From an optimization exercise on the open Yosys and OpenROAD flow, aimed at small area and a short achievable clock period; shortcuts taken in it are not production practice.
Where RTL was checked, it was by simulation tests only, not by an equivalence proof against the original.
The clock input has no modelled driver; a real chip could not lean on it and would need a root buffer or a full tree.
No activity file was given, so power comes from the tool's default toggle rates.

Design fifo, start of the top module:
module fifo(
  input clk,
  input rst,
  input [7:0] buf_in,
  input wr_en,
  input rd_en,
  output reg [7:0] buf_out,
  output buf_empty,
  output reg buf_full,
  output [7:0] fifo_counter
);
clock: 4.0 ns
lec_check: 0
cap_margin: 20
core_margin: 2
core_utilization: 60
cts_cluster_diameter: 80
cts_cluster_size: 30
setup_slack_margin: 2.2
slew_margin: 20
synth_hierarchical: 1
synth_minimum_keep_size: 0
standard.sh (not shown) runs the stock make flow with config.mk's settings and CLKGATE_MAP_FILE= SYNTH_SCRIPT=/design/flow/synth_recipe.tcl, a recipe that flattens the netlist after the stock synthesis.
==> flow/flow/run.sh <==
#!/bin/bash
# Standard ORFS layout (the standard.sh) with these changes to how it is made:
#  - ports are buffered with buf_2 cells instead of the slow delay-cell default
#  - the clock tree is flow/my_cts.tcl's (built in place of TritonCTS through
#    ORFS's PRE_CTS_TCL hook): 32 equal clusters of flip-flops, each under a
#    clkbuf_8, grouped by quadrant under 4 clkbuf_16 that the clock port drives
#  - after the timing repair in CTS and in global routing, flow/downsize.tcl
#    swaps each cell for the smallest drive strength that keeps the worst
#    setup slack, and repair_design then restores the slew and cap margins
# Each ORFS step writes its full log under orfs/logs; make's output goes to standard.log.
set -euo pipefail
export BUFFER_PORTS_ARGS="-buffer_cell sky130_fd_sc_hd__buf_2"
export PRE_CTS_TCL="$PWD/flow/pre_cts.tcl"
export POST_CTS_TCL="$PWD/flow/post_cts.tcl"
export POST_GLOBAL_ROUTE_TCL="$PWD/flow/post_grt.tcl"
bash standard.sh > standard.log 2>&1
==> flow/flow/pre_cts.tcl <==
# Sourced by ORFS's cts.tcl before it calls clock_tree_synthesis: replaces
# TritonCTS with the tree of my_cts.tcl: 32 equal clusters of flip-flops,
# each driven by a clkbuf_8 at its centre; the leaf buffers are grouped by
# quadrant under 4 clkbuf_16, which the clock port drives.
source [file join [file dirname [info script]] my_cts.tcl]
rename clock_tree_synthesis orig_clock_tree_synthesis
proc clock_tree_synthesis {args} {
  set port [[ord::get_db_block] findBTerm clk]
  mycts_build [[$port getNet] getName] 5 -2 sky130_fd_sc_hd__clkbuf_16 sky130_fd_sc_hd__clkbuf_8
  set_propagated_clock [all_clocks]
}
Other scripts of this flow, unchanged in this note and not shown: flow/flow/downsize.tcl, flow/flow/my_cts.tcl, flow/flow/post_cts.tcl, flow/flow/post_grt.tcl
==> next run, changes <==
--- a/flow/flow/run.sh
+++ b/flow/flow/run.sh
@@ -5,3 +5,3 @@
 #    ORFS's PRE_CTS_TCL hook): 32 equal clusters of flip-flops, each under a
-#    clkbuf_8, grouped by quadrant under 4 clkbuf_16 that the clock port drives
+#    clkbuf_16, grouped by quadrant under 4 clkbuf_16 that the clock port drives
 #  - after the timing repair in CTS and in global routing, flow/downsize.tcl
==> flow/flow/pre_cts.tcl (replaced) <==
# Sourced by ORFS's cts.tcl before it calls clock_tree_synthesis: replaces
# TritonCTS with the tree of my_cts.tcl: 32 equal clusters of flip-flops,
# each driven by a clkbuf_16 at its centre; the leaf buffers are grouped by
# quadrant under 4 clkbuf_16, which the clock port drives.
source [file join [file dirname [info script]] my_cts.tcl]
rename clock_tree_synthesis orig_clock_tree_synthesis
proc clock_tree_synthesis {args} {
  set port [[ord::get_db_block] findBTerm clk]
  mycts_build [[$port getNet] getName] 5 -2 sky130_fd_sc_hd__clkbuf_16 sky130_fd_sc_hd__clkbuf_16
  set_propagated_clock [all_clocks]
}
Total power increases by about 8%; die area stays the same; design area goes up by about 1.5%.
==> next run, changes <==
--- a/flow/config.mk
+++ b/flow/config.mk
@@ -9,3 +9,3 @@
 export CORE_MARGIN = 2
-export CORE_UTILIZATION = 60
+export CORE_UTILIZATION = 70
 export CTS_CLUSTER_DIAMETER = 80
Design area is about the same.
Via count is higher by a few percent.
Flip-flop and latch count is unchanged.
Power is lower slightly.
Synthesized cell count is unchanged.
Utilization is higher by 11 points.
Clock power barely changes.
Cell count is lower by a few percent.
Setup slack gets better by 0.014 ns.
Worst hold slack gets better by 0.012 ns.
==> next run, changes <==
--- a/flow/config.mk
+++ b/flow/config.mk
@@ -9,6 +9,6 @@
 export CORE_MARGIN = 2
-export CORE_UTILIZATION = 70
+export CORE_UTILIZATION = 60
 export CTS_CLUSTER_DIAMETER = 80
 export CTS_CLUSTER_SIZE = 30
-export SETUP_SLACK_MARGIN = 2.2
+export SETUP_SLACK_MARGIN = 2.4
 export SLEW_MARGIN = 20
Sequential power stays flat.
Synthesized cell count stays the same.
Clock skew is about the same.
First-iteration DRC count shrinks by 19%.
In every run of this note, the design's own scripts or RTL, not TritonCTS, make the clock network.


## tundra
The RTL this note starts from:
==> flow/design.v <==
module fifo(
  input clk,
  input rst,
  input [7:0] buf_in,
  input wr_en,
  input rd_en,
  output reg [7:0] buf_out,
  output reg buf_empty,
  output reg buf_full,
  output [7:0] fifo_counter
);
  reg [5:0] wr_ptr;
  reg [5:0] rd_ptr;
  reg [6:0] count;
  reg [7:0] mem [0:63];
  assign fifo_counter = {1'b0, count};
  wire wa = wr_en & ~buf_full;
  wire ra = rd_en & ~buf_empty;
  wire [7:0] wlo_n = ~(8'b1 << wr_ptr[2:0]);
  wire [7:0] whi_n = ~({8{wa}} & (8'b1 << wr_ptr[5:3]));
  wire [63:0] we;
  wire [7:0] rlo_n = ~(8'b1 << rd_ptr[2:0]);
  wire [7:0] rhi_n = ~(8'b1 << rd_ptr[5:3]);
  wire [63:0] rs;
  genvar g, b;
  generate
    for (g = 0; g < 64; g = g + 1) begin : gdec
      fifo_nor2 u_we (.a(wlo_n[g % 8]), .b(whi_n[g / 8]), .y(we[g]));
      fifo_nor2 u_rs (.a(rlo_n[g % 8]), .b(rhi_n[g / 8]), .y(rs[g]));
    end
  endgenerate
  wire [7:0] rdata;
  generate
    for (b = 0; b < 8; b = b + 1) begin : gbit
      wire [63:0] col;
      for (g = 0; g < 64; g = g + 1) begin : gcol
        assign col[g] = mem[g][b];
      end
      fifo_sel64 u_sel (.s(rs), .d(col), .y(rdata[b]));
    end
  endgenerate
  generate
    for (g = 0; g < 64; g = g + 1) begin : gmem
      always @(posedge clk)
        if (we[g])
          mem[g] <= buf_in;
    end
  endgenerate
  always @(posedge clk or posedge rst) begin
    if (rst) begin
      wr_ptr <= 6'd0;
      rd_ptr <= 6'd0;
      count <= 7'd0;
      buf_out <= 8'd0;
      buf_empty <= 1'b1;
      buf_full <= 1'b0;
    end else begin
      if (wa) wr_ptr <= wr_ptr + 6'd1;
      if (ra) begin
        rd_ptr <= rd_ptr + 6'd1;
        buf_out <= rdata;
      end
      if (wa & ~ra) count <= count + 7'd1;
      else if (ra & ~wa) count <= count - 7'd1;
      buf_empty <= ~wa & (ra ? (count == 7'd1) : buf_empty);
      buf_full <= ~ra & (wa ? (count == 7'd63) : buf_full);
    end
  end
endmodule
module fifo_sel64(
  input [63:0] s,
  input [63:0] d,
  output y
);
  wire [21:0] p_n;    
  genvar i;
  generate
    for (i = 0; i < 21; i = i + 1) begin : gaoi
      fifo_aoi222 u (.a1(s[3*i]), .a2(d[3*i]), .b1(s[3*i+1]), .b2(d[3*i+1]),
                     .c1(s[3*i+2]), .c2(d[3*i+2]), .y(p_n[i]));
    end
  endgenerate
  fifo_nand2 u21 (.a(s[63]), .b(d[63]), .y(p_n[21]));
  wire [5:0] q;
  fifo_nand4 n0 (.a(p_n[0]),  .b(p_n[1]),  .c(p_n[2]),  .d(p_n[3]),  .y(q[0]));
  fifo_nand4 n1 (.a(p_n[4]),  .b(p_n[5]),  .c(p_n[6]),  .d(p_n[7]),  .y(q[1]));
  fifo_nand4 n2 (.a(p_n[8]),  .b(p_n[9]),  .c(p_n[10]), .d(p_n[11]), .y(q[2]));
  fifo_nand4 n3 (.a(p_n[12]), .b(p_n[13]), .c(p_n[14]), .d(p_n[15]), .y(q[3]));
  fifo_nand4 n4 (.a(p_n[16]), .b(p_n[17]), .c(p_n[18]), .d(p_n[19]), .y(q[4]));
  fifo_nand2 n5 (.a(p_n[20]), .b(p_n[21]), .y(q[5]));
  wire [2:0] r_n;
  fifo_nor2 o0 (.a(q[0]), .b(q[1]), .y(r_n[0]));
  fifo_nor2 o1 (.a(q[2]), .b(q[3]), .y(r_n[1]));
  fifo_nor2 o2 (.a(q[4]), .b(q[5]), .y(r_n[2]));
  fifo_nand3 o3 (.a(r_n[0]), .b(r_n[1]), .c(r_n[2]), .y(y));
endmodule
module fifo_aoi222(input a1, input a2, input b1, input b2, input c1, input c2, output y);
  assign y = ~((a1 & a2) | (b1 & b2) | (c1 & c2));
endmodule
module fifo_nand4(input a, input b, input c, input d, output y);
  assign y = ~(a & b & c & d);
endmodule
module fifo_nand2(input a, input b, output y);
  assign y = ~(a & b);
endmodule
module fifo_nand3(input a, input b, input c, output y);
  assign y = ~(a & b & c);
endmodule
module fifo_nor2(input a, input b, output y);
  assign y = ~(a | b);
endmodule
make LEC_CHECK=0 CAP_MARGIN=20 CORE_MARGIN=2 CORE_UTILIZATION=40 SLEW_MARGIN=20 SYNTH_HIERARCHICAL=1 SYNTH_MINIMUM_KEEP_SIZE=0 finish   # period 4.0 ns
run.sh (not shown) runs the stock make flow with config.mk's settings and CLKGATE_MAP_FILE= SYNTH_SCRIPT=/design/flow/synth_recipe.tcl, a recipe that flattens the netlist after the stock synthesis.
Stock flow here: none of the scripts above is used.
Modified inputs, raven compared to tundra
-- flow/config.mk --
<<< tundra, line 10
export CORE_UTILIZATION = 40
>>> raven, line 10
export CORE_UTILIZATION = 60
export SETUP_SLACK_MARGIN = 2.0
### Flow results
raven closes out successfully: all stages finished, all timing, DRC and antenna checks passed.
In raven the source-to-sink clock delay at the later pin of the worst-skew pair turned out 0.04 ns lower than in tundra.
Summary of raven over tundra: clock buffer instance count of the final layout shows an increase of 7; buffer count excluding the clock tree in the final layout now sits higher.
Delta (raven minus tundra): transition time of the tightest slew-check pin rose 0.031 ns, share of post-route cells with drive strength above 1 rose 18 points, sequential cell area about even, critical path depth rose 1.
Lower post-cts gate resize count was reported by tundra, not raven.
Delta (raven minus tundra): setup clock skew after layout saw little to no change; final wirelength saw an increase; final period demand of the worst path saw a decrease.
No functional check of the RTL was part of any run of this note.

==> what the ideal ports hide <==
No port has a modelled driver above. Below, the same layouts with a new extraction and two added sets of constraints.
Step 1, drivers: a clkbuf_16 drives clk and a buf_2 each remaining input, both assumed.
Step 2 times the ports against the registers' clock, not the clock port: input delays grow and output delays shrink by t, the midpoint of the rising clock arrivals with the driver on.
Slacks: ideal / step 1 / step 2; pairs: ideal / step 1.
run	t, ns	setup WS [ns]	worst slew at a driven data input, ns
the first run of note 1	0.460	2.062 / 2.062 / 1.748	0.04
the second run of note 1	0.474	2.074 / 2.073 / 1.700	0.03
the third run of note 1	0.473	2.088 / 2.088 / 1.721	0.04
the fourth run of note 1	0.479	2.106 / 2.091 / 1.806	0.04
tundra	0.641	0.810 / 0.810 / 0.601	0.04
raven	0.601	1.435 / 1.435 / 1.435	0.03
After both steps every run listed still meets setup and hold. The setup slack of the second run of note 1, which loses most, moves by -0.001 ns with the drivers and by -0.374 ns with both steps.
